Source: an optimization exercise on an open RTL-to-GDS flow (aim: small area and a short achievable clock period). Production flows keep margins and buffers that such runs may drop.
Where RTL was checked, it was by simulation tests only, not by an equivalence proof against the original.
For runs 1 to 3, only the layout was checked, not whether the RTL still works.
Power and IR drop assume default switching activity.

--- flow/run.sh ---
#!/bin/bash
# synth_recipe.tcl (not shown) runs the flow's synth.tcl, then flattens the netlist and writes it again
# the make line also repeats each setting of config.mk as NAME=value (left out here)
make -C /OpenROAD-flow-scripts/flow DESIGN_CONFIG=/design/flow/config.mk WORK_HOME=/design/flow/orfs CLKGATE_MAP_FILE= SYNTH_SCRIPT=/design/flow/synth_recipe.tcl finish
--- flow/config.mk ---
export PLATFORM = sky130hd
export DESIGN_NAME = rx_queue_map_top
export DESIGN_NICKNAME = rx_queue_map_top
export VERILOG_FILES = /design/flow/design.v
export SDC_FILE = /design/flow/constraint.sdc
export NUM_CORES = 4
export LEC_CHECK = 0
export CAP_MARGIN = 20
export CORE_MARGIN = 2
export CORE_UTILIZATION = 45
export PLACE_DENSITY = 0.6
export SETUP_SLACK_MARGIN = 3.3
export SLEW_MARGIN = 20
--- flow/constraint.sdc ---
create_clock -name core_clock -period 6.0 [get_ports {clk}]
set_input_delay 1.2000 -clock core_clock [delete_from_list [all_inputs] [get_ports {clk}]]
set_output_delay 1.2000 -clock core_clock [all_outputs]
set_load 0.01 [all_outputs]
--- flow/design.v ---
`resetall
`timescale 1ns / 1ps
`default_nettype none
module mqnic_rx_queue_map #
(
    parameter PORTS = 2,
    parameter QUEUE_INDEX_WIDTH = 8,
    parameter INDIR_TBL_ADDR_WIDTH = 4,
    parameter ID_WIDTH = 1,
    parameter DEST_WIDTH = QUEUE_INDEX_WIDTH+1,
    parameter HASH_WIDTH = 32,
    parameter TAG_WIDTH = 8,
    parameter REG_ADDR_WIDTH = 6,
    parameter REG_DATA_WIDTH = 32,
    parameter REG_STRB_WIDTH = (REG_DATA_WIDTH/8),
    parameter RB_BASE_ADDR = 0,
    parameter RB_NEXT_PTR = 0,
    parameter AXIL_DATA_WIDTH = 32,
    parameter AXIL_ADDR_WIDTH = 7,
    parameter AXIL_STRB_WIDTH = (AXIL_DATA_WIDTH/8),
    parameter AXIL_BASE_ADDR = 0
)
(
    input  wire                          clk,
    input  wire                          rst,
    input  wire [REG_ADDR_WIDTH-1:0]     reg_wr_addr,
    input  wire [REG_DATA_WIDTH-1:0]     reg_wr_data,
    input  wire [REG_STRB_WIDTH-1:0]     reg_wr_strb,
    input  wire                          reg_wr_en,
    output wire                          reg_wr_wait,
    output wire                          reg_wr_ack,
    input  wire [REG_ADDR_WIDTH-1:0]     reg_rd_addr,
    input  wire                          reg_rd_en,
    output wire [REG_DATA_WIDTH-1:0]     reg_rd_data,
    output wire                          reg_rd_wait,
    output wire                          reg_rd_ack,
    input  wire [AXIL_ADDR_WIDTH-1:0]    s_axil_awaddr,
    input  wire [2:0]                    s_axil_awprot,
    input  wire                          s_axil_awvalid,
    output wire                          s_axil_awready,
    input  wire [AXIL_DATA_WIDTH-1:0]    s_axil_wdata,
    input  wire [AXIL_STRB_WIDTH-1:0]    s_axil_wstrb,
    input  wire                          s_axil_wvalid,
    output wire                          s_axil_wready,
    output wire [1:0]                    s_axil_bresp,
    output wire                          s_axil_bvalid,
    input  wire                          s_axil_bready,
    input  wire [AXIL_ADDR_WIDTH-1:0]    s_axil_araddr,
    input  wire [2:0]                    s_axil_arprot,
    input  wire                          s_axil_arvalid,
    output wire                          s_axil_arready,
    output wire [AXIL_DATA_WIDTH-1:0]    s_axil_rdata,
    output wire [1:0]                    s_axil_rresp,
    output wire                          s_axil_rvalid,
    input  wire                          s_axil_rready,
    input  wire [ID_WIDTH-1:0]           req_id,
    input  wire [DEST_WIDTH-1:0]         req_dest,
    input  wire [HASH_WIDTH-1:0]         req_hash,
    input  wire [TAG_WIDTH-1:0]          req_tag,
    input  wire                          req_valid,
    output wire [QUEUE_INDEX_WIDTH-1:0]  resp_queue,
    output wire [TAG_WIDTH-1:0]          resp_tag,
    output wire                          resp_valid
);
reg [31:0] indir_tbl_mem[31:0];
reg reg_wr_ack_reg;
reg [31:0] reg_rd_data_reg;
reg reg_rd_ack_reg;
reg [1:0] app_direct_en_reg;
reg [7:0] hash_mask_reg[1:0];
reg [7:0] app_mask_reg[1:0];
reg       lk1_direct_reg;
reg [7:0] lk1_val_reg, lk2_queue_reg;
reg [7:0] req_tag_d1_reg, req_tag_d2_reg;
reg req_valid_d1_reg, req_valid_d2_reg;
reg [7:0] resp_queue_reg;
reg [7:0] resp_tag_reg;
reg resp_valid_reg;
assign reg_wr_wait = 1'b0;
assign reg_wr_ack = reg_wr_ack_reg;
assign reg_rd_data = reg_rd_data_reg;
assign reg_rd_wait = 1'b0;
assign reg_rd_ack = reg_rd_ack_reg;
assign resp_queue = resp_queue_reg;
assign resp_tag = resp_tag_reg;
assign resp_valid = resp_valid_reg;
wire [3:0] wr_word = reg_wr_addr[5:2];
wire [3:0] rd_word = reg_rd_addr[5:2];
wire [7:0] cur_app_mask = app_mask_reg[req_id];
wire [7:0] cur_hash_mask = hash_mask_reg[req_id];
wire [3:0] lk_index = (req_dest[3:0] & cur_app_mask[3:0]) + (req_hash[3:0] & cur_hash_mask[3:0]);
wire lk_direct = req_dest[8] & app_direct_en_reg[req_id];
reg [7:0] lk_queue;
integer i;
always @* begin
    lk_queue = lk1_direct_reg ? lk1_val_reg : 8'd0;
    for (i = 0; i < 32; i = i + 1) begin
        lk_queue = lk_queue | (indir_tbl_mem[i][7:0] & {8{!lk1_direct_reg && lk1_val_reg[4:0] == i}});
    end
end
always @(posedge clk) begin
    reg_wr_ack_reg <= 1'b0;
    reg_rd_data_reg <= 32'd0;
    reg_rd_ack_reg <= 1'b0;
    if (reg_wr_en && !reg_wr_ack_reg) begin
        case (wr_word)
            4'h5: begin
                hash_mask_reg[0] <= reg_wr_data[7:0];
                reg_wr_ack_reg <= 1'b1;
            end
            4'h6: begin
                app_mask_reg[0] <= reg_wr_data[7:0];
                app_direct_en_reg[0] <= reg_wr_data[31];
                reg_wr_ack_reg <= 1'b1;
            end
            4'h9: begin
                hash_mask_reg[1] <= reg_wr_data[7:0];
                reg_wr_ack_reg <= 1'b1;
            end
            4'hA: begin
                app_mask_reg[1] <= reg_wr_data[7:0];
                app_direct_en_reg[1] <= reg_wr_data[31];
                reg_wr_ack_reg <= 1'b1;
            end
            default: ;
        endcase
    end
    if (reg_rd_en && !reg_rd_ack_reg) begin
        reg_rd_ack_reg <= 1'b1;
        case (rd_word)
            4'h0: reg_rd_data_reg <= 32'h0000C090;
            4'h1: reg_rd_data_reg <= 32'h00000200;
            4'h2: reg_rd_data_reg <= RB_NEXT_PTR;
            4'h3: reg_rd_data_reg <= 32'h00000402;
            4'h4: reg_rd_data_reg <= AXIL_BASE_ADDR;
            4'h5: reg_rd_data_reg <= {24'd0, hash_mask_reg[0]};
            4'h6: reg_rd_data_reg <= {app_direct_en_reg[0], 23'd0, app_mask_reg[0]};
            4'h8: reg_rd_data_reg <= AXIL_BASE_ADDR + 64;
            4'h9: reg_rd_data_reg <= {24'd0, hash_mask_reg[1]};
            4'hA: reg_rd_data_reg <= {app_direct_en_reg[1], 23'd0, app_mask_reg[1]};
            default: reg_rd_ack_reg <= 1'b0;
        endcase
    end
    lk1_direct_reg <= lk_direct;
    lk1_val_reg <= lk_direct ? req_dest[7:0] : {3'b000, req_id, lk_index};
    req_tag_d1_reg <= req_tag;
    req_valid_d1_reg <= req_valid;
    lk2_queue_reg <= lk_queue;
    req_tag_d2_reg <= req_tag_d1_reg;
    req_valid_d2_reg <= req_valid_d1_reg;
    resp_queue_reg <= lk2_queue_reg;
    resp_tag_reg <= req_tag_d2_reg;
    resp_valid_reg <= req_valid_d2_reg;
    if (rst) begin
        reg_wr_ack_reg <= 1'b0;
        reg_rd_ack_reg <= 1'b0;
        app_direct_en_reg <= 2'b00;
        hash_mask_reg[0] <= 8'd0;
        hash_mask_reg[1] <= 8'd0;
        app_mask_reg[0] <= 8'd0;
        app_mask_reg[1] <= 8'd0;
        req_valid_d1_reg <= 1'b0;
        req_valid_d2_reg <= 1'b0;
        resp_valid_reg <= 1'b0;
    end
end
reg last_read_reg;
reg s_axil_awready_reg;
reg s_axil_bvalid_reg;
reg s_axil_arready_reg;
reg s_axil_rvalid_reg;
reg [31:0] s_axil_rdata_reg;
reg [31:0] s_axil_rdata_pipe_reg;
reg s_axil_rvalid_pipe_reg;
reg mem_rd_pend_reg;
reg [4:0] mem_rd_addr_reg;
assign s_axil_awready = s_axil_awready_reg;
assign s_axil_wready = s_axil_awready_reg;
assign s_axil_bresp = 2'b00;
assign s_axil_bvalid = s_axil_bvalid_reg;
assign s_axil_arready = s_axil_arready_reg;
assign s_axil_rdata = s_axil_rdata_pipe_reg;
assign s_axil_rresp = 2'b00;
assign s_axil_rvalid = s_axil_rvalid_pipe_reg;
wire pipe_ready = !s_axil_rvalid_pipe_reg || s_axil_rready;
wire write_eligible = s_axil_awvalid && s_axil_wvalid && (!s_axil_bvalid_reg || s_axil_bready) && !s_axil_awready_reg;
wire read_eligible = s_axil_arvalid && pipe_ready && !s_axil_arready_reg;
wire mem_wr_en = write_eligible && (!read_eligible || last_read_reg);
wire mem_rd_en = read_eligible && !mem_wr_en;
reg [31:0] rdata_cur;
integer j;
always @* begin
    rdata_cur = mem_rd_pend_reg ? 32'd0 : s_axil_rdata_reg;
    for (j = 0; j < 32; j = j + 1) begin
        rdata_cur = rdata_cur | (indir_tbl_mem[j] & {32{mem_rd_pend_reg && mem_rd_addr_reg == j}});
    end
end
always @(posedge clk) begin
    if (mem_wr_en) begin
        last_read_reg <= 1'b0;
    end else if (read_eligible) begin
        last_read_reg <= 1'b1;
    end
    s_axil_awready_reg <= mem_wr_en;
    s_axil_bvalid_reg <= mem_wr_en || (s_axil_bvalid_reg && !s_axil_bready);
    s_axil_arready_reg <= mem_rd_en;
    s_axil_rvalid_reg <= mem_rd_en || (s_axil_rvalid_reg && !pipe_ready);
    if (mem_wr_en) begin
        indir_tbl_mem[s_axil_awaddr[6:2]] <= s_axil_wdata;
    end
    mem_rd_pend_reg <= mem_rd_en;
    mem_rd_addr_reg <= s_axil_araddr[6:2];
    s_axil_rdata_reg <= rdata_cur;
    if (pipe_ready) begin
        s_axil_rdata_pipe_reg <= rdata_cur;
        s_axil_rvalid_pipe_reg <= s_axil_rvalid_reg;
    end
    if (rst) begin
        last_read_reg <= 1'b0;
        s_axil_awready_reg <= 1'b0;
        s_axil_bvalid_reg <= 1'b0;
        s_axil_arready_reg <= 1'b0;
        s_axil_rvalid_reg <= 1'b0;
        s_axil_rvalid_pipe_reg <= 1'b0;
    end
end
endmodule
`resetall
`timescale 1ns / 1ps
module rx_queue_map_top (
    input  wire        clk,
    input  wire        rst,
    input  wire [5:0]  reg_wr_addr,
    input  wire [31:0] reg_wr_data,
    input  wire [3:0]  reg_wr_strb,
    input  wire        reg_wr_en,
    output wire        reg_wr_wait,
    output wire        reg_wr_ack,
    input  wire [5:0]  reg_rd_addr,
    input  wire        reg_rd_en,
    output wire [31:0] reg_rd_data,
    output wire        reg_rd_wait,
    output wire        reg_rd_ack,
    input  wire [6:0]  s_axil_awaddr,
    input  wire [2:0]  s_axil_awprot,
    input  wire        s_axil_awvalid,
    output wire        s_axil_awready,
    input  wire [31:0] s_axil_wdata,
    input  wire [3:0]  s_axil_wstrb,
    input  wire        s_axil_wvalid,
    output wire        s_axil_wready,
    output wire [1:0]  s_axil_bresp,
    output wire        s_axil_bvalid,
    input  wire        s_axil_bready,
    input  wire [6:0]  s_axil_araddr,
    input  wire [2:0]  s_axil_arprot,
    input  wire        s_axil_arvalid,
    output wire        s_axil_arready,
    output wire [31:0] s_axil_rdata,
    output wire [1:0]  s_axil_rresp,
    output wire        s_axil_rvalid,
    input  wire        s_axil_rready,
    input  wire [0:0]  req_id,
    input  wire [8:0]  req_dest,
    input  wire [31:0] req_hash,
    input  wire [7:0]  req_tag,
    input  wire        req_valid,
    output wire [7:0]  resp_queue,
    output wire [7:0]  resp_tag,
    output wire        resp_valid
);
mqnic_rx_queue_map #(
    .PORTS(2),
    .QUEUE_INDEX_WIDTH(8),
    .INDIR_TBL_ADDR_WIDTH(4),
    .ID_WIDTH(1),
    .DEST_WIDTH(9),
    .HASH_WIDTH(32),
    .TAG_WIDTH(8),
    .REG_ADDR_WIDTH(6),
    .REG_DATA_WIDTH(32),
    .REG_STRB_WIDTH(4),
    .RB_BASE_ADDR(0),
    .RB_NEXT_PTR(32'h100),
    .AXIL_DATA_WIDTH(32),
    .AXIL_ADDR_WIDTH(7),
    .AXIL_STRB_WIDTH(4),
    .AXIL_BASE_ADDR(32'h1000)
)
mqnic_rx_queue_map_inst (
    .clk(clk), .rst(rst),
    .reg_wr_addr(reg_wr_addr), .reg_wr_data(reg_wr_data), .reg_wr_strb(reg_wr_strb),
    .reg_wr_en(reg_wr_en), .reg_wr_wait(reg_wr_wait), .reg_wr_ack(reg_wr_ack),
    .reg_rd_addr(reg_rd_addr), .reg_rd_en(reg_rd_en), .reg_rd_data(reg_rd_data),
    .reg_rd_wait(reg_rd_wait), .reg_rd_ack(reg_rd_ack),
    .s_axil_awaddr(s_axil_awaddr), .s_axil_awprot(s_axil_awprot), .s_axil_awvalid(s_axil_awvalid),
    .s_axil_awready(s_axil_awready), .s_axil_wdata(s_axil_wdata), .s_axil_wstrb(s_axil_wstrb),
    .s_axil_wvalid(s_axil_wvalid), .s_axil_wready(s_axil_wready), .s_axil_bresp(s_axil_bresp),
    .s_axil_bvalid(s_axil_bvalid), .s_axil_bready(s_axil_bready),
    .s_axil_araddr(s_axil_araddr), .s_axil_arprot(s_axil_arprot), .s_axil_arvalid(s_axil_arvalid),
    .s_axil_arready(s_axil_arready), .s_axil_rdata(s_axil_rdata), .s_axil_rresp(s_axil_rresp),
    .s_axil_rvalid(s_axil_rvalid), .s_axil_rready(s_axil_rready),
    .req_id(req_id), .req_dest(req_dest), .req_hash(req_hash), .req_tag(req_tag), .req_valid(req_valid),
    .resp_queue(resp_queue), .resp_tag(resp_tag), .resp_valid(resp_valid)
);
endmodule
==> flow_metrics.py, run 1 <==
metrics = {
    "floorplan": {
        "core_area_um2": 100000,
        "die_w_um": 322,
        "die-area_um2": 104000,
        "rows": 116,
        "initial_core_util_pct": 45.4,
        "ios": 258,
        "die_h_um": 322,
    },
    "drt": {
        "wl_per_cell_um": 39.4,
        "first_iter_violations": 6235,
        "postRouteWirelength_um": 185000,
        "ant_nets": 0,
        "firstDrtPassIters": 7,
        "drc": 0,
        "num_vias": 32408,
        "avgViaCountPerCell": 6.91,
    },
    "synthesis": {
        "synthSimpleGateAreaFrac_pct": 8.98,
        "synth-seq-cells": 1202,
        "synth_edf_count": 1056,
        "synth_compound_area_share_pct": 10.4,
        "async_flop_share_pct": 0,
        "synth_cell_types": 73,
        "synthMuxAreaShare_pct": 2.11,
        "netlist_area_um2": 45600,
        "synthFlopType": "edfxtp_1",
        "postSynthAreaPerCell_um2": 16.0,
        "yosysSeqAreaShare_pct": 76.0,
        "synthAdderAreaFrac_pct": 0.126,
        "yosysWarnings": 3,
        "synth_xor_area_share_pct": 0.0384,
        "synth_top_family_by_area": "compound AO/OA/AOI/OAI gates",
        "syn_inst": 2839,
    },
    "finish": {
        "nets": 3376,
        "largest_register_ffs": 1024,
        "area_growth_syn_to_layout_pct": 23.7,
        "drive_above_1_share_pct": 20.0,
        "multi_input_area_um2": 11000,
        "n_fill_cell": 7683,
        "seq_area_um2": 34700,
    },
    "global_routing": {
        "grt_util_met3_pct": 10.7,
        "grt-busiest-layer": "met2",
        "antenna_found_initial": 7,
        "grt_max_degree": 46,
        "use_met2_pct": 51.6,
        "gr-total-overflow": 0,
        "grt_pass1_wl_um": 250000,
        "grt_pass1_vias": 30881,
        "grt.met1_usage_pct": 47.0,
        "grt_use_total_pct": 35.2,
    },
    "clock_network": {
        "cts_buffers": 120,
        "cts_root_buffer": "clkbuf_16",
        "clock_path_buffers": 3,
        "cts-htree-levels": 3,
        "cts_sinks": 1202,
        "clk-insertion-delay-late_ns": 0.74,
        "cts_tree": "built",
        "clkTransAtPathRegs_ns": 0.06,
    },
    "critical_path": {
        "crit_top_cell": "buf_6",
        "critPathSlowestCell": "or4_4",
        "cp_max_fo": 14,
        "r2r_slack_ns": 3.21,
        "endpoint_kind": "register",
        "critPathLaunchType": "register",
        "r2r-start": "mqnic_rx_queue_map_inst.mem_rd_pend_reg",
        "required_ns": 6.45,
        "critPathKind": "register to register",
        "rr_endpoint": "mqnic_rx_queue_map_inst.s_axil_rdata_pipe_reg[31]",
        "critPathMaxStageDelay_ns": 0.60,
        "r2r_cells": 7,
        "path_cells": "buf_6 > and4b_4 > and2_4 > buf_6 > a2111oi_2 > nand3_1 > or4_4",
        "critical_path_arrival_ns": 3.24,
    },
    "timing": {
        "holdWs_ns": 0.326,
        "fin_setup_tns_ns": 0,
        "slew_headroom_pct": 18.1,
        "hold_violations": 0,
        "clock_skew_ns": 0.0641,
        "post-route-period-util_pct": 46.5,
        "rsz0062_at_grt": "yes",
        "fmax_mhz": 358,
        "finalSetupViolCount": 0,
        "slew_violations": 0,
        "period_needed_ns": 2.79,
        "worst_pin_slew_ns": 1.22,
    },
    "run_status": {
        "outcome": "no timing/DRC/antenna violations",
    },
    "placed_design": {
        "portBuffers": 161,
        "dp_hpwl_um": 94500,
        "place.gp.congestion": 0.926,
    },
    "pwr": {
        "design_power_total_uw": 18200,
        "pwr_density_cell_nw_per_um2": 324,
        "power_leakage_uw": 0.0194,
        "peakVddDrop_mv": 0.245,
    },
    "hold_path": {
        "holdCritStartpoint": "mqnic_rx_queue_map_inst.req_tag_d2_reg[0]",
        "hold_path_depth": 0,
        "min_path_type": "register to register",
        "holdPathEnd": "mqnic_rx_queue_map_inst.resp_tag_reg[0]",
    },
    "flow_run": {
        "cap_violations": 0,
    },
}
[layout by cell type, fill, tap and decap left out, types with 13 or more instances in the layout]
cell / Yosys / final
nand4_1: 100 / 100
nor2_4: 3 / 50
edfxtp_1: 1056 / 1056
clkinv_1: 0 / 14
clkbuf_16: 0 / 124
nor3_1: 20 / 17
a32oi_1: 47 / 46
mux2i_1: 77 / 76
mux2_2: 17 / 17
clkinv_2: 0 / 25
buf_4: 34 / 150
dfxtp_1: 146 / 139
clkbuf_8: 0 / 14
a21oi_1: 23 / 21
and2_4: 1 / 13
buf_12: 0 / 58
nor2b_1: 27 / 22
dlygate4sd2_1: 0 / 71
nor2_1: 123 / 68
a22oi_1: 391 / 390
a222oi_1: 14 / 14
conb_1: 1 / 23
clkdlybuf4s50_1: 0 / 75
bufinv_16: 0 / 15
or4_4: 0 / 13
buf_16: 0 / 18
nand2_1: 25 / 24
a2111oi_2: 3 / 19
clkbuf_1: 117 / 18
diode_2: 0 / 14
nand3_1: 141 / 140
buf_6: 11 / 29
and3_1: 140 / 140
a22o_1: 23 / 23
or4_1: 38 / 25
[cells in the mapped netlist, drive strengths merged (14+ instances only)]
library cell / instances / area share [%]
and3: 140 / 1.9
mux2i: 77 / 1.7
a22o: 23 / 0.44
mux2: 17 / 0.42
nand2: 25 / 0.21
a32oi: 47 / 0.90
dfxtp: 146 / 6.4
edfxtp: 1056 / 70
nor2: 126 / 1.1
nand4: 100 / 1.4
nor3: 20 / 0.22
nor2b: 27 / 0.37
a22oi: 391 / 6.4
clkbuf: 117 / 0.96
a222oi: 14 / 0.31
nand3: 141 / 1.5
or4: 38 / 0.63
and2: 20 / 0.28
a2111oi: 40 / 0.86
buf: 92 / 1.3
a21oi: 23 / 0.25
[through the flow]
stage	worst slack (ns)	utilization (%)	std cells	area, um^2
after floorplan	2.79	-	2861	45900
after global placement	1.44	49.2	4282	49300
after detailed placement	1.41	49.2	4283	49300
after CTS	3.18	55.8	4651	56000
after global routing	3.21	56.2	4674	56300
final	3.21	56.2	4687	56400
[cell families (layout without fill, tap and decap cells)]
group | count (synthesis) | count (layout)
AO/OA/AOI/OAI | 606 | 606
multiplexers | 94 | 94
AND/OR/NAND/NOR | 712 | 719
adder cells (fa/ha/maj) | 4 | 4
XOR/XNOR | 2 | 2
other | 1 | 37
flip-flops | 1202 | 1202
buffers and inverters | 218 | 666
[timing repair]
item | in CTS | in global routing
hold buffers | 0 | 0
pin swaps | 46 | 12
setup endpoints to repair | 1169 | 689
setup buffers | 117 | 21
hold endpoints to repair | 0 | 0
resized for setup | 311 | 57
gates cloned | 21 | 1
[critical path: cells and delay by family, from the launching register on]
kind            cells  cell delay [ns]
compound gates      1             0.40
buf+inv             2             0.41
flops               1             0.42
simple gates        4             1.27
[how the worst max path moves through the flow]
stage	startpoint	endpoint	slack, ns	cells after the start
2_1_floorplan	s_axil_bready	mqnic_rx_queue_map_inst.indir_tbl_mem[10][0]	2.79	5
3_3_place_gp	s_axil_bready	mqnic_rx_queue_map_inst.indir_tbl_mem[28][10]	1.44	7
3_5_place_dp	s_axil_bready	mqnic_rx_queue_map_inst.indir_tbl_mem[28][10]	1.41	7
4_1_cts	s_axil_arvalid	mqnic_rx_queue_map_inst.indir_tbl_mem[20][30]	3.18	9
5_1_grt	mqnic_rx_queue_map_inst.mem_rd_pend_reg	mqnic_rx_queue_map_inst.s_axil_rdata_pipe_reg[25]	3.21	7
6_report	mqnic_rx_queue_map_inst.mem_rd_pend_reg	mqnic_rx_queue_map_inst.s_axil_rdata_pipe_reg[31]	3.21	7
[routing by layer]
layer | share of wire, % | vias to the layer above | routed length (um)
met5 | 0.049 | - | 91
met4 | 6.8 | 8 | 12500
met3 | 15 | 734 | 28200
met2 | 43 | 3037 | 79200
met1 | 35 | 16226 | 64700
li1 | - | 12403 | -
[where the power goes]
group | switching (uW) | internal (uW)
clock network | 3320 | 4620
registers | 65.6 | 9280
logic | 617 | 350
total | 4000 | 14200
[area by class of cell]
| cell class | count | share of cell area (%) |
|---|---|---|
| multi-input cells | 1448 | 19.4 |
| repair buffers | 427 | 8.46 |
| clock buffers | 158 | 5.99 |
| clock inverters | 72 | 1.49 |
| diodes | 14 | 0.0622 |
| flip-flops and latches | 1202 | 61.5 |
| inverters | 9 | 0.0622 |
| well taps | 1357 | 3.01 |
==> run 2: changes to the inputs <==
--- a/flow/design.v
+++ b/flow/design.v
@@ -71,5 +71,8 @@
 reg [7:0] app_mask_reg[1:0];
 reg       lk1_direct_reg;
-reg [7:0] lk1_val_reg, lk2_queue_reg;
+reg [7:0] lk1_dest_reg;
+reg [3:0] lk1_lo_reg;
+reg [7:0] lk1_hi_reg;
+reg [7:0] lk2_queue_reg;
 reg [7:0] req_tag_d1_reg, req_tag_d2_reg;
 reg req_valid_d1_reg, req_valid_d2_reg;
@@ -94,7 +97,7 @@
 integer i;
 always @* begin
-    lk_queue = lk1_direct_reg ? lk1_val_reg : 8'd0;
+    lk_queue = lk1_direct_reg ? lk1_dest_reg : 8'd0;
     for (i = 0; i < 32; i = i + 1) begin
-        lk_queue = lk_queue | (indir_tbl_mem[i][7:0] & {8{!lk1_direct_reg && lk1_val_reg[4:0] == i}});
+        lk_queue = lk_queue | (indir_tbl_mem[i][7:0] & {8{lk1_lo_reg[i%4] && lk1_hi_reg[i/4]}});
     end
 end
@@ -143,5 +146,7 @@
     end
     lk1_direct_reg <= lk_direct;
-    lk1_val_reg <= lk_direct ? req_dest[7:0] : {3'b000, req_id, lk_index};
+    lk1_dest_reg <= req_dest[7:0];
+    lk1_lo_reg <= 4'b0001 << lk_index[1:0];
+    lk1_hi_reg <= lk_direct ? 8'd0 : 8'b00000001 << {req_id, lk_index[3:2]};
     req_tag_d1_reg <= req_tag;
     req_valid_d1_reg <= req_valid;
@@ -174,5 +179,6 @@
 reg s_axil_rvalid_pipe_reg;
 reg mem_rd_pend_reg;
-reg [4:0] mem_rd_addr_reg;
+reg [3:0] mem_rd_lo_reg;
+reg [7:0] mem_rd_hi_reg;
 assign s_axil_awready = s_axil_awready_reg;
 assign s_axil_wready = s_axil_awready_reg;
@@ -193,5 +199,5 @@
     rdata_cur = mem_rd_pend_reg ? 32'd0 : s_axil_rdata_reg;
     for (j = 0; j < 32; j = j + 1) begin
-        rdata_cur = rdata_cur | (indir_tbl_mem[j] & {32{mem_rd_pend_reg && mem_rd_addr_reg == j}});
+        rdata_cur = rdata_cur | (indir_tbl_mem[j] & {32{mem_rd_lo_reg[j%4] && mem_rd_hi_reg[j/4]}});
     end
 end
@@ -210,5 +216,6 @@
     end
     mem_rd_pend_reg <= mem_rd_en;
-    mem_rd_addr_reg <= s_axil_araddr[6:2];
+    mem_rd_lo_reg <= 4'b0001 << s_axil_araddr[3:2];
+    mem_rd_hi_reg <= mem_rd_en ? 8'b00000001 << s_axil_araddr[6:4] : 8'd0;
     s_axil_rdata_reg <= rdata_cur;
     if (pipe_ready) begin
--- a/flow/config.mk
+++ b/flow/config.mk
@@ -10,4 +10,4 @@
 export CORE_UTILIZATION = 45
 export PLACE_DENSITY = 0.6
-export SETUP_SLACK_MARGIN = 3.3
+export SETUP_SLACK_MARGIN = 3.5
 export SLEW_MARGIN = 20
==> run 2 against run 1 <==
  * Critical path depth is 3 lower
  * Still clean
  * Wire length is 17% lower
  * Cell count is 4.9% lower
  * Critical path type unchanged
  * Count of clock-buffer cells in the layout stayed put
  * Critical endpoint is now mqnic_rx_queue_map_inst.s_axil_rdata_pipe_reg[16]
  * Sequential power is 1% higher
  * Synthesized cell count is 1.4% lower
  * Register-to-register slack better by 0.27 ns
  * Via count is 7.1% lower
  * Sequential share of layout area is 3.6 points higher
  * Flip-flop and latch count is 19 higher
  * Combinational power is 2.3% lower
  * Global-route usage is 5.9 points lower
==> flow_metrics.py, run 2 <==
metrics = {
    "run_status": {
        "outcome": "no timing/DRC/antenna violations",
    },
    "critical_path": {
        "crit_top_cell": "or4_1",
        "r2r-start": "mqnic_rx_queue_map_inst.mem_rd_hi_reg[5]",
        "endpoint_kind": "register",
        "required_ns": 6.43,
        "cp_max_fo": 19,
        "critPathLaunchType": "register",
        "cp-startpoint": "mqnic_rx_queue_map_inst.mem_rd_hi_reg[5]",
        "path_cells": "clkinvlp_4 > o22ai_1 > or4_1 > or4_1",
        "critPathKind": "register to register",
        "critical_path_arrival_ns": 2.95,
        "critPathMaxStageDelay_ns": 0.58,
        "critPathSlowestCell": "or4_1",
    },
    "synthesis": {
        "postSynthAreaPerCell_um2": 16.2,
        "yosysWarnings": 3,
        "synth.most_common_cell": "edfxtp_1",
        "synth-seq-cells": 1221,
        "syn_inst": 2798,
        "netlist_area_um2": 45300,
        "yosys-top-cells-count": "edfxtp_1 (1056), a22oi_1 (402), dfxtp_1 (165)",
        "synth.largest_area_cell": "edfxtp_1",
        "synthFlopType": "edfxtp_1",
        "synth_cell_types": 68,
        "synth_top_area_share_pct": 70.0,
        "async_flop_share_pct": 0,
        "ys_top_cells_by_area": "edfxtp_1 (70%), dfxtp_1 (7.3%), a22oi_1 (6.7%)",
        "synth_edf_count": 1056,
        "yosysSeqAreaShare_pct": 77.3,
    },
    "flow_run": {
        "cap_violations": 0,
    },
    "clock_network": {
        "cts_sinks": 1221,
        "clkTransAtPathRegs_ns": 0.06,
        "cts_buffers": 117,
        "clock_path_buffers": 3,
        "cts_hold_buf": 0,
        "cts_root_buffer": "clkbuf_16",
        "clk-insertion-delay-late_ns": 0.71,
        "cts_tree": "built",
        "cts-htree-levels": 3,
    },
    "timing": {
        "rsz0062_at_grt": "yes",
        "post-route-period-util_pct": 42.1,
        "setup_ws_ns": 3.48,
        "fin_setup_tns_ns": 0,
        "clock_skew_ns": 0.0336,
        "worst_pin_slew_ns": 1.14,
        "finalSetupViolCount": 0,
        "period_needed_ns": 2.52,
        "slew_violations": 0,
        "slew_headroom_pct": 24.0,
        "hold_violations": 0,
        "fmax_mhz": 396,
    },
    "pwr": {
        "power_leakage_uw": 0.0175,
        "pwr_density_cell_nw_per_um2": 328,
        "peakVddDrop_mv": 0.256,
    },
    "finish": {
        "drive_above_1_share_pct": 15.5,
        "area_growth_syn_to_layout_pct": 18.9,
        "layout_commonest_cell": "edfxtp_1",
        "largest_register_ffs": 1024,
        "nets": 3221,
        "mostFrequentLayoutCells": "edfxtp_1 (1056), a22oi_1 (402), nand3_1 (150)",
        "final-instance-count-excl-fill": 4458,
        "n_fill_cell": 7815,
    },
    "hold_path": {
        "holdCritStartpoint": "mqnic_rx_queue_map_inst.req_tag_d2_reg[6]",
        "min_path_type": "register to register",
    },
    "floorplan": {
        "die-area_um2": 103000,
        "rows": 116,
        "die_h_um": 321,
        "initial_core_util_pct": 45.3,
        "die_w_um": 321,
        "core_area_um2": 100000,
        "ios": 258,
    },
    "drt": {
        "firstDrtPassIters": 7,
        "first_iter_violations": 5283,
        "drc": 0,
        "ant_nets": 0,
        "postRouteWirelength_um": 154000,
        "wl_per_cell_um": 34.6,
        "num_vias": 30108,
        "avgViaCountPerCell": 6.75,
    },
    "global_routing": {
        "grt_pass1_vias": 29473,
        "grt_use_total_pct": 29.3,
        "grt_max_degree": 56,
        "antenna_found_initial": 4,
        "grt_pass1_wl_um": 214000,
        "gr-total-overflow": 0,
    },
    "placed_design": {
        "place.gp.congestion": 0.869,
        "pre_cts_slack_ns": 1.17,
        "dp_hpwl_um": 74300,
        "dp_cells": 4134,
        "portBuffers": 161,
    },
}
run 2: cell count changes after synthesis, sizes merged, moves of 38 or more:
cell | before | now
and3 | 140 | 8
a22o | 23 | 85
a21oi | 23 | 66
buf | 92 | 138
a222oi | 14 | 89
a2111oi | 40 | 2
nand4 | 100 | 21
run 2: worst max-delay path, delay by kind of cell (launching register included):
| family | cells | cell delay, ns |
|---|---|---|
| AND/OR/NAND/NOR | 2 | 1.12 |
| flip-flops | 1 | 0.50 |
| buffers and inverters | 1 | 0.40 |
| AO/OA/AOI/OAI | 1 | 0.20 |
run 2: what timing repair did:
item,in CTS,in global routing
resized for setup,338,39
gates cloned,9,2
pin swaps,20,5
endpoints found under the setup margin,1172,713
setup buffers,64,23
run 2: layer usage:
layer	part of all wire [%]	vias to the layer above	track usage, %
li1	-	12017	-
met1	37	15073	41.1
met2	44	2601	43.8
met3	15	415	7.52
met4	4.1	2	11.4
met5	0.013	-	0
run 2: kinds of logic (layout without fill, tap and decap cells):
family          after synthesis  count (layout)  share of synthesized area, %
flops                      1221            1221                          77.3
mux                          43              43                         0.950
buf+inv                     256             591                          2.57
simple gates                458             458                          5.08
other cells                   1              28                       0.00828
fa+ha+maj                     4               4                         0.127
compound gates              811             811                          13.8
xor+xnor                      4               4                         0.141
run 2: cell type report:
class | count | area (um^2) | area share [%]
multi-input cells | 1343 | 9500 | 17.6
diodes | 5 | 12.5 | 0.0232
clock buffers | 158 | 3210 | 5.96
inverters | 32 | 154 | 0.286
clock inverters | 63 | 523 | 0.971
well taps | 1298 | 1620 | 3.02
repair buffers | 338 | 3770 | 7.00
flip-flops and latches | 1221 | 35100 | 65.1
run 2: worst paths after layout:
kind	cells past startpoint	slack, ns	endpoint
worst max register to register	4	3.48	mqnic_rx_queue_map_inst.s_axil_rdata_pipe_reg[16]
worst max-delay path	4	3.48	mqnic_rx_queue_map_inst.s_axil_rdata_pipe_reg[16]
worst min-delay path	0	0.32	mqnic_rx_queue_map_inst.resp_tag_reg[6]
worst min register to register	0	0.32	mqnic_rx_queue_map_inst.resp_tag_reg[6]
run 2: metrics by stage:
step                hold WS (ns)  util [%]  power, uW  cell area, um^2
finish                     0.325      53.9      17700            53900
global route               0.331      53.8      18100            53900
CTS                        0.328      53.6      17700            53600
detailed placement         0.314      48.5      10600            48500
global placement           0.310      48.5      10600            48500
floorplan                  0.310         -      10000            45600
run 2: report_power, final:
group / internal [uW] / switching, uW / leakage (uW)
clock network: 4050 / 3170 / 0.00182
registers: 9390 / 92.4 / 0.0109
logic: 322 / 623 / 0.00472
==> run 3: changes to the inputs <==
==> flow/flow/run.sh (new file) <==
#!/bin/bash
# Standard ORFS layout (the standard.sh, unchanged synthesis) with:
#  - port buffers made of buf_2 instead of the resizer's default pick
#  - repair allowed to change cell footprints (so port buffers can be resized)
# The make output goes to flow_make.log; every ORFS step keeps its own log
# under orfs/logs/.
set -euo pipefail
bash standard.sh \
  MATCH_CELL_FOOTPRINT=0 \
  "BUFFER_PORTS_ARGS=-buffer_cell sky130_fd_sc_hd__buf_2" \
  finish > flow_make.log 2>&1
==> flow/standard.sh (new file) <==
#!/bin/bash
# synth_recipe.tcl (not shown) runs the flow's synth.tcl, then flattens the netlist and writes it again
# the make line also repeats each setting of config.mk as NAME=value (left out here)
make -C /OpenROAD-flow-scripts/flow DESIGN_CONFIG=/design/flow/config.mk WORK_HOME=/design/flow/orfs CLKGATE_MAP_FILE= SYNTH_SCRIPT=/design/flow/synth_recipe.tcl "${@:-finish}"
removed: flow/run.sh
==> run 3 against run 2 <==
  * Cell count fell by 0.34%
  * Critical path type unchanged
  * Sequential share of layout area increased by 1.1 points
  * Synthesized cell count is the same
  * Power grew 1.3%
==> flow_metrics.py, run 3 <==
metrics = {
    "global_routing": {
        "grt.met1_usage_pct": 39.1,
        "grt_use_total_pct": 28.7,
        "grt_pass1_vias": 29187,
        "antenna_found_initial": 5,
        "grt-busiest-layer": "met2",
        "grt_util_met3_pct": 7.37,
        "use_met2_pct": 44.3,
        "grt_max_degree": 63,
        "gr-total-overflow": 0,
        "grt_pass1_wl_um": 211000,
    },
    "timing": {
        "period_needed_ns": 2.51,
        "slew_violations": 0,
        "fin_setup_tns_ns": 0,
        "rsz0062_at_grt": "yes",
        "finalSetupViolCount": 0,
        "post-route-period-util_pct": 41.8,
        "fmax_mhz": 399,
        "slew_headroom_pct": 30.2,
        "worst_pin_slew_ns": 1.05,
        "clock_skew_ns": 0.0308,
        "hold_violations": 0,
    },
    "drt": {
        "firstDrtPassIters": 9,
        "ant_nets": 0,
        "drc": 0,
        "postRouteWirelength_um": 152000,
        "avgViaCountPerCell": 6.69,
        "wl_per_cell_um": 34.1,
        "first_iter_violations": 5039,
        "num_vias": 29731,
    },
    "clock_network": {
        "clkTransAtPathRegs_ns": 0.06,
        "clock_path_buffers": 3,
        "cts_sinks": 1221,
        "cts_root_buffer": "clkbuf_16",
        "cts_tree": "built",
        "cts-htree-levels": 3,
        "clk-insertion-delay-late_ns": 0.72,
        "cts_buffers": 120,
    },
    "placed_design": {
        "dp_hpwl_um": 74900,
        "place.gp.congestion": 0.900,
        "dpl_cell_area_um2": 47700,
        "portBuffers": 161,
    },
    "floorplan": {
        "initial_core_util_pct": 45.3,
        "core_area_um2": 100000,
        "rows": 116,
        "die-area_um2": 103000,
        "die_h_um": 321,
        "ios": 258,
        "die_w_um": 321,
    },
    "critical_path": {
        "critical_path_arrival_ns": 2.91,
        "required_ns": 6.40,
        "cp_max_fo": 27,
        "critPathKind": "register to register",
        "critPathLaunchType": "register",
        "endpoint_kind": "register",
    },
    "synthesis": {
        "async_flop_share_pct": 0,
        "synthMuxAreaShare_pct": 0.950,
        "yosys-top-cells-count": "edfxtp_1 (1056), a22oi_1 (402), dfxtp_1 (165)",
        "yosysWarnings": 3,
        "netlist_area_um2": 45300,
        "synth_top_family_by_area": "compound AO/OA/AOI/OAI gates",
        "synth-seq-cells": 1221,
        "synth_xor_area_share_pct": 0.141,
        "synth.most_common_cell": "edfxtp_1",
        "syn_inst": 2798,
        "synth_top_area_share_pct": 70.0,
        "synthFlopType": "edfxtp_1",
        "postSynthAreaPerCell_um2": 16.2,
        "ys_top_cells_by_area": "edfxtp_1 (70%), dfxtp_1 (7.3%), a22oi_1 (6.7%)",
        "yosysSeqAreaShare_pct": 77.3,
        "synthSimpleGateAreaFrac_pct": 5.08,
        "synthAdderAreaFrac_pct": 0.127,
        "synth_compound_area_share_pct": 13.8,
        "synth_edf_count": 1056,
        "synth_cell_types": 68,
        "synth.largest_area_cell": "edfxtp_1",
    },
    "pwr": {
        "pwr_density_cell_nw_per_um2": 338,
        "seqPwrFrac_pct": 53.0,
        "clkPwrFrac_pct": 41.9,
        "p_switching_uw": 3910,
        "swShare_pct": 21.9,
        "power_leakage_uw": 0.0173,
        "combPwrFrac_pct": 5.1,
        "p_int_uw": 14000,
        "peakVddDrop_mv": 0.266,
    },
    "finish": {
        "seq_area_um2": 35100,
        "largest_register_ffs": 1024,
        "n_fill_cell": 7921,
        "multi_input_area_um2": 9500,
        "finalInstanceArea_um2": 52900,
        "mostFrequentLayoutCells": "edfxtp_1 (1056), a22oi_1 (402), buf_2 (161)",
        "final_core_util_pct": 52.9,
        "layout_commonest_cell": "edfxtp_1",
        "nets": 3204,
        "drive_above_1_share_pct": 18.1,
        "area_growth_syn_to_layout_pct": 16.9,
    },
    "flow_run": {
        "cap_violations": 0,
    },
    "hold_path": {
        "min_path_type": "register to register",
    },
    "run_status": {
        "outcome": "no timing/DRC/antenna violations",
    },
}
==> run 3: power by group through the flow <==
stage          Clock [uW]  Combinational [uW]  Sequential (uW)
3_3_place_gp            0                 799             9660
2_1_floorplan           0                 390             9650
3_5_place_dp            0                 816             9660
6_report             7500                 905             9470
4_1_cts              7570                 867             9480
5_1_grt              7920                 950             9480
==> run 3: per-layer routing <==
metal / wire (um) / vias up / part of all wire (%)
met5: 25 / - / 0.016
met4: 6150 / 4 / 4.1
met3: 20600 / 422 / 14
met2: 68200 / 2319 / 45
met1: 56600 / 14977 / 37
li1: - / 12009 / -
==> run 3: logic make-up after synthesis <==
logic type	after synthesis
other	1
muxes	43
DFF	1221
and+or+nand+nor	458
xor gates and xnor gates	4
adders and majority gates	4
buffers and inverters	256
AOI/OAI and AO/OA	811
==> run 3: repair_timing <==
item                                    in CTS  in global routing
gates cloned                                 4                  3
hold buffers                                 0                  0
pin swaps                                   17                  3
buffers inserted                            59                 10
endpoints found under the setup margin    1083                283
resized for setup                           75                 25
==> run 3: final timing paths <==
| path | endpoint | from | cells past startpoint | slack [ns] |
|---|---|---|---|---|
| max reg2reg | mqnic_rx_queue_map_inst.s_axil_rdata_pipe_reg[29] | mqnic_rx_queue_map_inst.mem_rd_lo_reg[1] | 5 | 3.49 |
| max | mqnic_rx_queue_map_inst.s_axil_rdata_pipe_reg[29] | mqnic_rx_queue_map_inst.mem_rd_lo_reg[1] | 5 | 3.49 |
| min | mqnic_rx_queue_map_inst.resp_tag_reg[4] | mqnic_rx_queue_map_inst.req_tag_d2_reg[4] | 0 | 0.32 |
| min reg2reg | mqnic_rx_queue_map_inst.resp_tag_reg[4] | mqnic_rx_queue_map_inst.req_tag_d2_reg[4] | 0 | 0.32 |
==> run 3: area by class of cell <==
| cell class | instances | area share (%) |
|---|---|---|
| diodes | 2 | 0.00945 |
| clock buffers | 175 | 6.54 |
| clock inverters | 54 | 0.929 |
| inverters | 32 | 0.291 |
| multi-input cells | 1344 | 17.9 |
| flip-flops and latches | 1221 | 66.2 |
| well taps | 1298 | 3.07 |
| repair buffers | 317 | 5.00 |
==> run 3: worst max-delay path, stage by stage, from the launching register on <==
cell and delay (ns):
dfxtp_4 0.49, inv_8 0.27, buf_8 0.32, o22ai_1 0.13
or4_1 0.47, or3_1 0.47
==> run 3: metrics by stage <==
| stage | total power [uW] | setup slack, ns | cells | hold WS [ns] |
|---|---|---|---|---|
| finish | 17900 | 3.49 | 4443 | 0.325 |
| global route | 18400 | 3.48 | 4441 | 0.333 |
| CTS | 17900 | 3.45 | 4428 | 0.326 |
| detailed placement | 10500 | 1.54 | 4136 | 0.312 |
| global placement | 10500 | 1.59 | 4136 | 0.310 |
| floorplan | 10000 | 2.60 | 2820 | 0.310 |
==> run 4: changes to the inputs <==
--- a/flow/design.v
+++ b/flow/design.v
@@ -70,9 +70,6 @@
 reg [7:0] hash_mask_reg[1:0];
 reg [7:0] app_mask_reg[1:0];
-reg       lk1_direct_reg;
-reg [7:0] lk1_dest_reg;
-reg [3:0] lk1_lo_reg;
-reg [7:0] lk1_hi_reg;
-reg [7:0] lk2_queue_reg;
+reg       lk1_direct_reg, lk2_direct_reg;
+reg [7:0] lk1_val_reg, lk2_val_reg;
 reg [7:0] req_tag_d1_reg, req_tag_d2_reg;
 reg req_valid_d1_reg, req_valid_d2_reg;
@@ -94,12 +91,4 @@
 wire [3:0] lk_index = (req_dest[3:0] & cur_app_mask[3:0]) + (req_hash[3:0] & cur_hash_mask[3:0]);
 wire lk_direct = req_dest[8] & app_direct_en_reg[req_id];
-reg [7:0] lk_queue;
-integer i;
-always @* begin
-    lk_queue = lk1_direct_reg ? lk1_dest_reg : 8'd0;
-    for (i = 0; i < 32; i = i + 1) begin
-        lk_queue = lk_queue | (indir_tbl_mem[i][7:0] & {8{lk1_lo_reg[i%4] && lk1_hi_reg[i/4]}});
-    end
-end
 always @(posedge clk) begin
     reg_wr_ack_reg <= 1'b0;
@@ -146,13 +135,12 @@
     end
     lk1_direct_reg <= lk_direct;
-    lk1_dest_reg <= req_dest[7:0];
-    lk1_lo_reg <= 4'b0001 << lk_index[1:0];
-    lk1_hi_reg <= lk_direct ? 8'd0 : 8'b00000001 << {req_id, lk_index[3:2]};
+    lk1_val_reg <= lk_direct ? req_dest[7:0] : {3'b000, req_id, lk_index};
     req_tag_d1_reg <= req_tag;
     req_valid_d1_reg <= req_valid;
-    lk2_queue_reg <= lk_queue;
+    lk2_direct_reg <= lk1_direct_reg;
+    lk2_val_reg <= lk1_val_reg;
     req_tag_d2_reg <= req_tag_d1_reg;
     req_valid_d2_reg <= req_valid_d1_reg;
-    resp_queue_reg <= lk2_queue_reg;
+    resp_queue_reg <= lk2_direct_reg ? lk2_val_reg : indir_tbl_mem[lk2_val_reg[4:0]][7:0];
     resp_tag_reg <= req_tag_d2_reg;
     resp_valid_reg <= req_valid_d2_reg;
@@ -178,7 +166,9 @@
 reg [31:0] s_axil_rdata_pipe_reg;
 reg s_axil_rvalid_pipe_reg;
+reg mem_wr_pend_reg;
+reg [4:0] mem_wr_addr_reg;
+reg [31:0] mem_wr_data_reg;
 reg mem_rd_pend_reg;
-reg [3:0] mem_rd_lo_reg;
-reg [7:0] mem_rd_hi_reg;
+reg [4:0] mem_rd_addr_reg;
 assign s_axil_awready = s_axil_awready_reg;
 assign s_axil_wready = s_axil_awready_reg;
@@ -194,12 +184,5 @@
 wire mem_wr_en = write_eligible && (!read_eligible || last_read_reg);
 wire mem_rd_en = read_eligible && !mem_wr_en;
-reg [31:0] rdata_cur;
-integer j;
-always @* begin
-    rdata_cur = mem_rd_pend_reg ? 32'd0 : s_axil_rdata_reg;
-    for (j = 0; j < 32; j = j + 1) begin
-        rdata_cur = rdata_cur | (indir_tbl_mem[j] & {32{mem_rd_lo_reg[j%4] && mem_rd_hi_reg[j/4]}});
-    end
-end
+wire [31:0] rdata_cur = mem_rd_pend_reg ? indir_tbl_mem[mem_rd_addr_reg] : s_axil_rdata_reg;
 always @(posedge clk) begin
     if (mem_wr_en) begin
@@ -212,10 +195,12 @@
     s_axil_arready_reg <= mem_rd_en;
     s_axil_rvalid_reg <= mem_rd_en || (s_axil_rvalid_reg && !pipe_ready);
-    if (mem_wr_en) begin
-        indir_tbl_mem[s_axil_awaddr[6:2]] <= s_axil_wdata;
+    mem_wr_pend_reg <= mem_wr_en;
+    mem_wr_addr_reg <= s_axil_awaddr[6:2];
+    mem_wr_data_reg <= s_axil_wdata;
+    if (mem_wr_pend_reg) begin
+        indir_tbl_mem[mem_wr_addr_reg] <= mem_wr_data_reg;
     end
     mem_rd_pend_reg <= mem_rd_en;
-    mem_rd_lo_reg <= 4'b0001 << s_axil_araddr[3:2];
-    mem_rd_hi_reg <= mem_rd_en ? 8'b00000001 << s_axil_araddr[6:4] : 8'd0;
+    mem_rd_addr_reg <= s_axil_araddr[6:2];
     s_axil_rdata_reg <= rdata_cur;
     if (pipe_ready) begin
==> flow/run.sh (new file) <==
#!/bin/bash
# synth_recipe.tcl (not shown) runs the flow's synth.tcl, then flattens the netlist and writes it again
# the make line also repeats each setting of config.mk as NAME=value (left out here)
make -C /OpenROAD-flow-scripts/flow DESIGN_CONFIG=/design/flow/config.mk WORK_HOME=/design/flow/orfs CLKGATE_MAP_FILE= SYNTH_SCRIPT=/design/flow/synth_recipe.tcl finish
--- a/flow/config.mk
+++ b/flow/config.mk
@@ -10,4 +10,3 @@
 export CORE_UTILIZATION = 45
 export PLACE_DENSITY = 0.6
-export SETUP_SLACK_MARGIN = 3.5
 export SLEW_MARGIN = 20
removed: flow/flow/run.sh
removed: flow/standard.sh
==> run 4 against run 3 <==
  * Power up 5.2%
  * Synthesized cell count down 0.21%
  * Cell area up 6.0%
  * Area after synthesis up 6.5%
  * Critical path depth up 1
  * Sequential power up 2.3%
  * Wire length down 17%
  * Global-route usage down 5.9 points
  * Combinational power up 4.9%
  * Worst hold slack worse by 0.00094 ns
  * Critical path type unchanged
  * Critical endpoint is now mqnic_rx_queue_map_inst.s_axil_rdata_pipe_reg[4]
==> flow_metrics.py, run 4 <==
metrics = {
    "synthesis": {
        "synth-seq-cells": 1241,
        "async_flop_share_pct": 0,
        "synth_edf_count": 1056,
        "yosysSeqAreaShare_pct": 73.4,
        "ys_top_cells_by_area": "edfxtp_1 (66%), mux2i_1 (12%), dfxtp_1 (7.7%)",
        "syn_inst": 2792,
        "synth.largest_area_cell": "edfxtp_1",
        "yosysWarnings": 3,
        "synth.most_common_cell": "edfxtp_1",
        "synth_cell_types": 44,
        "netlist_area_um2": 48200,
        "synthFlopType": "edfxtp_1",
        "synth_top_area_share_pct": 65.8,
        "yosys-top-cells-count": "edfxtp_1 (1056), mux2i_1 (573), a22oi_1 (262)",
        "postSynthAreaPerCell_um2": 17.3,
    },
    "pwr": {
        "peakVddDrop_mv": 0.210,
        "pwr_density_cell_nw_per_um2": 335,
        "power_leakage_uw": 0.0194,
        "design_power_total_uw": 18800,
    },
    "timing": {
        "slew_headroom_pct": 25.8,
        "hold_violations": 0,
        "finalSetupViolCount": 0,
        "clock_skew_ns": 0.0183,
        "period_needed_ns": 3.61,
        "fmax_mhz": 277,
        "fin_setup_tns_ns": 0,
        "worst_pin_slew_ns": 1.11,
        "slew_violations": 0,
        "holdWs_ns": 0.324,
        "rsz0062_at_grt": "no",
        "post-route-period-util_pct": 60.1,
    },
    "floorplan": {
        "die_h_um": 331,
        "rows": 120,
        "ios": 258,
        "initial_core_util_pct": 45.2,
        "die_w_um": 331,
        "core_area_um2": 107000,
        "die-area_um2": 110000,
    },
    "clock_network": {
        "cts_root_buffer": "clkbuf_16",
        "clock_path_buffers": 3,
        "cts_sinks": 1241,
        "cts_hold_buf": 0,
        "cts_tree": "built",
        "post_cts_resized": 0,
        "cts-htree-levels": 4,
        "post_cts.repair.setup_buffers": 0,
        "clk-insertion-delay-late_ns": 0.73,
        "cts_buffers": 133,
        "clkTransAtPathRegs_ns": 0.06,
    },
    "drt": {
        "wl_met1_um": 52800,
        "drc": 0,
        "route.met2.wl_um": 60700,
        "routed.top_layer": "met5",
        "postRouteWirelength_um": 126000,
        "num_vias": 26394,
        "dr_wl_met3_um": 9340,
        "ant_nets": 0,
        "firstDrtPassIters": 5,
        "first_iter_violations": 2419,
        "avgViaCountPerCell": 5.86,
        "wl_per_cell_um": 28.0,
    },
    "finish": {
        "largest_register_ffs": 1024,
        "mostFrequentLayoutCells": "edfxtp_1 (1056), mux2i_1 (573), a22oi_1 (262)",
        "nets": 3158,
        "area_growth_syn_to_layout_pct": 16.4,
        "drive_above_1_share_pct": 13.6,
        "layout_commonest_cell": "edfxtp_1",
    },
    "global_routing": {
        "grt_pass1_wl_um": 182000,
        "grt_max_degree": 97,
        "grt_use_total_pct": 22.8,
        "grt_pass1_vias": 26840,
        "gr-total-overflow": 0,
        "antenna_found_initial": 7,
    },
    "critical_path": {
        "endpoint_kind": "register",
        "critPathMaxStageDelay_ns": 1.05,
        "r2r_slack_ns": 2.39,
        "cp_top_family": "flip-flops",
        "required_ns": 6.59,
        "critPathKind": "register to register",
        "cp_max_fo": 55,
        "critical_path_arrival_ns": 4.20,
        "critPathSlowestCell": "dfxtp_4",
        "critPathLaunchType": "register",
        "worst-path-buf-inv": 1,
        "path_cells": "buf_4 > mux2i_1 > a22oi_1 > a21oi_1 > nor4_1 > mux2_2",
    },
    "placed_design": {
        "dp_hpwl_um": 67100,
        "portBuffers": 161,
        "place.gp.congestion": 0.799,
    },
    "flow_run": {
        "cap_violations": 0,
    },
    "run_status": {
        "outcome": "no timing/DRC/antenna violations",
    },
    "hold_path": {
        "min_path_type": "register to register",
    },
}
==> run 4: worst register-to-register path, delay by kind of cell, from the launching register on <==
kind,cells,cell delay [ns]
compound gates,2,0.40
flops,1,1.05
buf+inv,1,0.83
mux,2,0.54
simple gates,1,0.65
==> run 4: worst paths after layout <==
kind,start,end,depth (start not counted)
worst max register to register,register,mqnic_rx_queue_map_inst.s_axil_rdata_pipe_reg[4],6
worst max-delay path,register,mqnic_rx_queue_map_inst.s_axil_rdata_pipe_reg[4],6
worst min-delay path,mqnic_rx_queue_map_inst.req_tag_d2_reg[3],mqnic_rx_queue_map_inst.resp_tag_reg[3],0
worst min register to register,mqnic_rx_queue_map_inst.req_tag_d2_reg[3],mqnic_rx_queue_map_inst.resp_tag_reg[3],0
==> run 4: final cells by class <==
class                      count  area, um^2
tap                         1403        1760
sequential                  1241       35400
timing repair buffer         231        2300
fill                        8429       50600
clock inverter                47         532
multi-input combinational   1373       12200
antenna                        1        2.50
inverter                      10        37.5
clock buffer                 201        3880
==> run 4: per-stage QoR <==
step                      util, %  cells  setup slack (ns)  instance area [um^2]
after floorplan                 -   2814              2.75                 48300
after global placement       48.3   4253              2.00                 51600
after detailed placement     48.4   4257              2.09                 51700
after CTS                    52.5   4505              2.49                 56100
after global routing         52.6   4506              2.36                 56100
final                        52.6   4507              2.39                 56100
==> run 4: cell families (layout without fill, tap and decap cells) <==
kind of cell | Yosys count | count (layout) | synth area share, %
flip-flops | 1241 | 1241 | 73.4
adder cells (fa/ha/maj) | 4 | 4 | 0.119
buffers and inverters | 200 | 489 | 2.07
XOR/XNOR | 2 | 2 | 0.0363
multiplexers | 681 | 681 | 16.0
AO/OA/AOI/OAI | 452 | 452 | 6.25
other | 1 | 24 | 0.00778
AND/OR/NAND/NOR | 211 | 211 | 2.08
==> run 4: where the power goes <==
part / total, uW / switching (uW) / internal (uW) / leakage (uW)
Combinational: 949 / 515 / 434 / 0.00618
Sequential: 9690 / 157 / 9530 / 0.0111
Clock: 8160 / 3280 / 4880 / 0.00215
==> run 4: layer usage <==
| metal | vias to the layer above | GRT usage, % |
|---|---|---|
| met5 | - | 0 |
| met4 | 10 | 7.03 |
| met3 | 209 | 4.61 |
| met2 | 1043 | 37.2 |
| met1 | 13642 | 30.9 |
| li1 | 11490 | - |
==> run 5: changes to the inputs <==
--- a/flow/design.v
+++ b/flow/design.v
@@ -70,6 +70,9 @@
 reg [7:0] hash_mask_reg[1:0];
 reg [7:0] app_mask_reg[1:0];
-reg       lk1_direct_reg, lk2_direct_reg;
-reg [7:0] lk1_val_reg, lk2_val_reg;
+reg       lk1_direct_reg;
+reg [7:0] lk1_dest_reg;
+reg [3:0] lk1_lo_reg;
+reg [7:0] lk1_hi_reg;
+reg [7:0] lk2_queue_reg;
 reg [7:0] req_tag_d1_reg, req_tag_d2_reg;
 reg req_valid_d1_reg, req_valid_d2_reg;
@@ -91,4 +94,16 @@
 wire [3:0] lk_index = (req_dest[3:0] & cur_app_mask[3:0]) + (req_hash[3:0] & cur_hash_mask[3:0]);
 wire lk_direct = req_dest[8] & app_direct_en_reg[req_id];
+wire [7:0] lk_queue;
+genvar lb, lw;
+generate
+    for (lb = 0; lb < 8; lb = lb + 1) begin : lk_bit
+        wire [32:0] terms;
+        for (lw = 0; lw < 32; lw = lw + 1) begin : lk_word
+            assign terms[lw] = indir_tbl_mem[lw][lb] & lk1_lo_reg[lw%4] & lk1_hi_reg[lw/4];
+        end
+        assign terms[32] = lk1_dest_reg[lb] & lk1_direct_reg;
+        assign lk_queue[lb] = |terms;
+    end
+endgenerate
 always @(posedge clk) begin
     reg_wr_ack_reg <= 1'b0;
@@ -135,12 +150,13 @@
     end
     lk1_direct_reg <= lk_direct;
-    lk1_val_reg <= lk_direct ? req_dest[7:0] : {3'b000, req_id, lk_index};
+    lk1_dest_reg <= req_dest[7:0];
+    lk1_lo_reg <= 4'b0001 << lk_index[1:0];
+    lk1_hi_reg <= lk_direct ? 8'd0 : 8'b00000001 << {req_id, lk_index[3:2]};
     req_tag_d1_reg <= req_tag;
     req_valid_d1_reg <= req_valid;
-    lk2_direct_reg <= lk1_direct_reg;
-    lk2_val_reg <= lk1_val_reg;
+    lk2_queue_reg <= lk_queue;
     req_tag_d2_reg <= req_tag_d1_reg;
     req_valid_d2_reg <= req_valid_d1_reg;
-    resp_queue_reg <= lk2_direct_reg ? lk2_val_reg : indir_tbl_mem[lk2_val_reg[4:0]][7:0];
+    resp_queue_reg <= lk2_queue_reg;
     resp_tag_reg <= req_tag_d2_reg;
     resp_valid_reg <= req_valid_d2_reg;
@@ -166,9 +182,6 @@
 reg [31:0] s_axil_rdata_pipe_reg;
 reg s_axil_rvalid_pipe_reg;
-reg mem_wr_pend_reg;
-reg [4:0] mem_wr_addr_reg;
-reg [31:0] mem_wr_data_reg;
 reg mem_rd_pend_reg;
-reg [4:0] mem_rd_addr_reg;
+reg [31:0] mem_rd_sel_reg;
 assign s_axil_awready = s_axil_awready_reg;
 assign s_axil_wready = s_axil_awready_reg;
@@ -184,5 +197,16 @@
 wire mem_wr_en = write_eligible && (!read_eligible || last_read_reg);
 wire mem_rd_en = read_eligible && !mem_wr_en;
-wire [31:0] rdata_cur = mem_rd_pend_reg ? indir_tbl_mem[mem_rd_addr_reg] : s_axil_rdata_reg;
+wire [31:0] rdata_cur;
+genvar gb, gw;
+generate
+    for (gb = 0; gb < 32; gb = gb + 1) begin : rd_bit
+        wire [32:0] terms;
+        for (gw = 0; gw < 32; gw = gw + 1) begin : rd_word
+            assign terms[gw] = indir_tbl_mem[gw][gb] & mem_rd_sel_reg[gw];
+        end
+        assign terms[32] = s_axil_rdata_reg[gb] & !mem_rd_pend_reg;
+        assign rdata_cur[gb] = |terms;
+    end
+endgenerate
 always @(posedge clk) begin
     if (mem_wr_en) begin
@@ -195,12 +219,9 @@
     s_axil_arready_reg <= mem_rd_en;
     s_axil_rvalid_reg <= mem_rd_en || (s_axil_rvalid_reg && !pipe_ready);
-    mem_wr_pend_reg <= mem_wr_en;
-    mem_wr_addr_reg <= s_axil_awaddr[6:2];
-    mem_wr_data_reg <= s_axil_wdata;
-    if (mem_wr_pend_reg) begin
-        indir_tbl_mem[mem_wr_addr_reg] <= mem_wr_data_reg;
+    if (mem_wr_en) begin
+        indir_tbl_mem[s_axil_awaddr[6:2]] <= s_axil_wdata;
     end
     mem_rd_pend_reg <= mem_rd_en;
-    mem_rd_addr_reg <= s_axil_araddr[6:2];
+    mem_rd_sel_reg <= mem_rd_en ? 32'd1 << s_axil_araddr[6:2] : 32'd0;
     s_axil_rdata_reg <= rdata_cur;
     if (pipe_ready) begin
==> flow/flow/run.sh (new file) <==
#!/bin/bash
# Layout flow: the standard.sh (ORFS, the standard flow's synthesis script) with
#  - an area-recovering ABC mapping script (combinational logic only; the
#    registers are mapped by dfflibmap before ABC, exactly as in the
#    standard synthesis),
#  - buf_2 port buffers, repair free to change cell footprints,
#  - a clock tree with larger sink clusters and no dummy loads.
# make's output goes to flow_make.log; each ORFS step keeps its own log under
# orfs/logs/.
set -euo pipefail
W=$PWD
rm -rf "$W/scripts_abc"
cp -r "$FLOW_HOME/scripts" "$W/scripts_abc"
cp "$W/flow/abc_speed.script" "$W/scripts_abc/abc_speed.script"
bash standard.sh \
  "SCRIPTS_DIR=$W/scripts_abc" \
  MATCH_CELL_FOOTPRINT=0 \
  "BUFFER_PORTS_ARGS=-buffer_cell sky130_fd_sc_hd__buf_2" \
  "CTS_ARGS=-sink_clustering_enable -repair_clock_nets -dont_use_dummy_load -sink_clustering_size 20 -sink_clustering_max_diameter 100" \
  finish > flow_make.log 2>&1
==> flow/flow/abc_speed.script (new file) <==
&get -n
&st
&dch
&nf -R 1000
&put
==> flow/standard.sh (new file) <==
#!/bin/bash
# synth_recipe.tcl (not shown) runs the flow's synth.tcl, then flattens the netlist and writes it again
# the make line also repeats each setting of config.mk as NAME=value (left out here)
make -C /OpenROAD-flow-scripts/flow DESIGN_CONFIG=/design/flow/config.mk WORK_HOME=/design/flow/orfs CLKGATE_MAP_FILE= SYNTH_SCRIPT=/design/flow/synth_recipe.tcl "${@:-finish}"
--- a/flow/config.mk
+++ b/flow/config.mk
@@ -10,3 +10,4 @@
 export CORE_UTILIZATION = 45
 export PLACE_DENSITY = 0.6
+export SETUP_SLACK_MARGIN = 3.6
 export SLEW_MARGIN = 20
removed: flow/run.sh
==> run 5 against run 4 <==
  * Synthesized cell count decreased by 13%
  * Maximum frequency increased by 42%
  * Register-to-register slack improved by 1.3 ns
  * Count of clock-buffer cells in the layout decreased by 129
  * Still clean on timing, DRC and antenna
  * Global-route usage increased by 3.9 points
  * Critical path type is now input pin to register
  * Worst hold slack worse by 0.045 ns
  * Sequential power shrank 0.7%
  * Utilization is 0.86 points higher
  * Power fell by 19%
==> flow_metrics.py, run 5 <==
metrics = {
    "run_status": {
        "outcome": "no timing/DRC/antenna violations",
    },
    "timing": {
        "clock_skew_ns": 0.0495,
        "period_needed_ns": 2.54,
        "slew_violations": 0,
        "post-route-period-util_pct": 42.4,
        "rsz0062_at_grt": "yes",
        "hold_violations": 0,
        "setup_ws_ns": 3.46,
        "finalSetupViolCount": 0,
        "holdWs_ns": 0.279,
        "slew_headroom_pct": 34.4,
        "fin_setup_tns_ns": 0,
        "worst_pin_slew_ns": 0.985,
        "fmax_mhz": 393,
    },
    "floorplan": {
        "die_w_um": 315,
        "rows": 114,
        "initial_core_util_pct": 45.2,
        "die_h_um": 315,
        "die-area_um2": 99100,
        "ios": 258,
        "core_area_um2": 96300,
    },
    "hold_path": {
        "min_path_type": "register to register",
        "holdCritStartpoint": "mqnic_rx_queue_map_inst.req_tag_d1_reg[6]",
        "hold_path_depth": 0,
        "holdPathEnd": "mqnic_rx_queue_map_inst.req_tag_d2_reg[6]",
    },
    "synthesis": {
        "synth_edf_count": 1056,
        "synth_cell_types": 35,
        "yosysSeqAreaShare_pct": 81.4,
        "yosysWarnings": 3,
        "synth_top_area_share_pct": 72.9,
        "synth.most_common_cell": "edfxtp_1",
        "yosys-top-cells-count": "edfxtp_1 (1056), a22oi_1 (256), a222oi_1 (237)",
        "ys_top_cells_by_area": "edfxtp_1 (73%), dfxtp_1 (8.5%), a222oi_1 (5.5%)",
        "postSynthAreaPerCell_um2": 17.9,
        "synthFlopType": "edfxtp_1",
        "netlist_area_um2": 43500,
        "syn_inst": 2431,
        "async_flop_share_pct": 0,
        "synth.largest_area_cell": "edfxtp_1",
        "synth-seq-cells": 1241,
    },
    "drt": {
        "firstDrtPassIters": 10,
        "postRouteWirelength_um": 139000,
        "num_vias": 27578,
        "drc": 0,
        "wl_per_cell_um": 33.4,
        "ant_nets": 0,
        "first_iter_violations": 5254,
        "avgViaCountPerCell": 6.62,
    },
    "global_routing": {
        "grt_pass1_wl_um": 188000,
        "grt_pass1_vias": 26123,
        "grt_use_total_pct": 26.8,
        "gr-total-overflow": 0,
        "antenna_found_initial": 2,
        "grt_max_degree": 65,
    },
    "critical_path": {
        "critPathSlowestCell": "buf_12",
        "r2r_cells": 4,
        "critPathLaunchType": "input pin",
        "r2r-start": "mqnic_rx_queue_map_inst.mem_rd_sel_reg[30]",
        "crit_top_cell": "buf_12",
        "critical_path_arrival_ns": 2.88,
        "path_cells": "buf_6 > nor2b_4 > clkinvlp_4 > nand3b_1 > buf_4 > o21a_4 > nand3b_1 > buf_12 > buf_12 > nor2_4 > buf_6 > buf_8 > buf_12",
        "worst-path-buf-inv": 8,
        "critPathKind": "input pin to register",
        "critical_path_depth": 13,
        "cp_top_family": "buffers and inverters",
        "cp_max_fo": 5,
        "endpoint_kind": "register",
        "r2r_slack_ns": 3.67,
        "required_ns": 6.33,
        "rr_endpoint": "mqnic_rx_queue_map_inst.s_axil_rdata_pipe_reg[16]",
        "critPathMaxStageDelay_ns": 0.16,
    },
    "finish": {
        "mostFrequentLayoutCells": "edfxtp_1 (1056), a22oi_1 (256), a222oi_1 (237)",
        "diodes": 0,
        "area_growth_syn_to_layout_pct": 18.3,
        "largest_register_ffs": 1024,
        "nets": 3062,
        "drive_above_1_share_pct": 18.4,
        "final-instance-count-excl-fill": 4168,
        "finalInstanceArea_um2": 51400,
        "n_fill_cell": 7535,
        "layout_commonest_cell": "edfxtp_1",
    },
    "placed_design": {
        "place.gp.congestion": 0.848,
        "dp_cells": 3932,
        "portBuffers": 161,
        "dpl_cell_area_um2": 46600,
        "dp_hpwl_um": 68200,
        "pre_cts_slack_ns": 1.41,
    },
    "clock_network": {
        "cts_tree": "built",
        "cts_root_buffer": "clkbuf_16",
        "cts_sinks": 1241,
        "cts-htree-levels": 3,
        "cts_buffers": 72,
        "clkTransAtPathRegs_ns": 0.08,
        "clock_path_buffers": 3,
        "clk-insertion-delay-late_ns": 0.66,
    },
    "flow_run": {
        "cap_violations": 0,
    },
    "pwr": {
        "power_leakage_uw": 0.0170,
        "peakVddDrop_mv": 0.248,
        "pwr_density_cell_nw_per_um2": 296,
    },
}
[run 5: timing repair]
| item | in CTS | in global routing |
|---|---|---|
| pin swaps | 45 | 22 |
| hold buffers | 0 | 0 |
| buffers inserted | 106 | 16 |
| gates resized for setup | 154 | 66 |
| cloned | 24 | 18 |
| setup endpoints to repair | 1032 | 922 |
[run 5: metal layers]
layer	routed length [um]	vias to the layer above	GRT usage, %
met1	52400	13920	37.4
met4	5010	2	9.74
met3	18400	265	5.89
met2	63300	2073	41.5
met5	9	-	0
li1	-	11318	-
[run 5: layout make-up]
class	instances	area [um^2]	share of cell area [%]
inverters	10	41.3	0.0803
well taps	1276	1600	3.10
clock buffers	72	1800	3.50
multi-input cells	1186	8340	16.2
flip-flops and latches	1241	35400	68.9
repair buffers	383	4210	8.19
[run 5: worst max-delay path by stage]
stage	slack, ns	end	startpoint
floorplan	2.01	mqnic_rx_queue_map_inst.indir_tbl_mem[10][0]	s_axil_rready
global placement	1.48	mqnic_rx_queue_map_inst.indir_tbl_mem[26][21]	s_axil_rready
detailed placement	1.41	mqnic_rx_queue_map_inst.indir_tbl_mem[26][21]	s_axil_rready
CTS	3.48	mqnic_rx_queue_map_inst.indir_tbl_mem[30][27]	s_axil_rready
global route	3.41	mqnic_rx_queue_map_inst.indir_tbl_mem[30][27]	s_axil_rready
finish	3.46	mqnic_rx_queue_map_inst.indir_tbl_mem[30][27]	s_axil_rready
[run 5: metrics by stage]
step / power (uW) / utilization, %
2_1_floorplan: 10200 / -
3_3_place_gp: 10600 / 48.4
3_5_place_dp: 10600 / 48.4
4_1_cts: 15300 / 52.5
5_1_grt: 15600 / 53.4
6_report: 15200 / 53.4
[run 5: power by group]
group	switching, uW	total (uW)	internal (uW)
clock network	2590	4730	2140
registers	73.1	9620	9540
logic	578	861	283
total	3240	15200	12000
[run 5: logic make-up after synthesis]
family,synth area share (%)
other,0.00862
adder cells (fa/ha/maj),0.132
multiplexers,0.299
AO/OA/AOI/OAI,12.0
XOR/XNOR,0.101
flip-flops,81.4
buffers and inverters,0.518
AND/OR/NAND/NOR,5.47
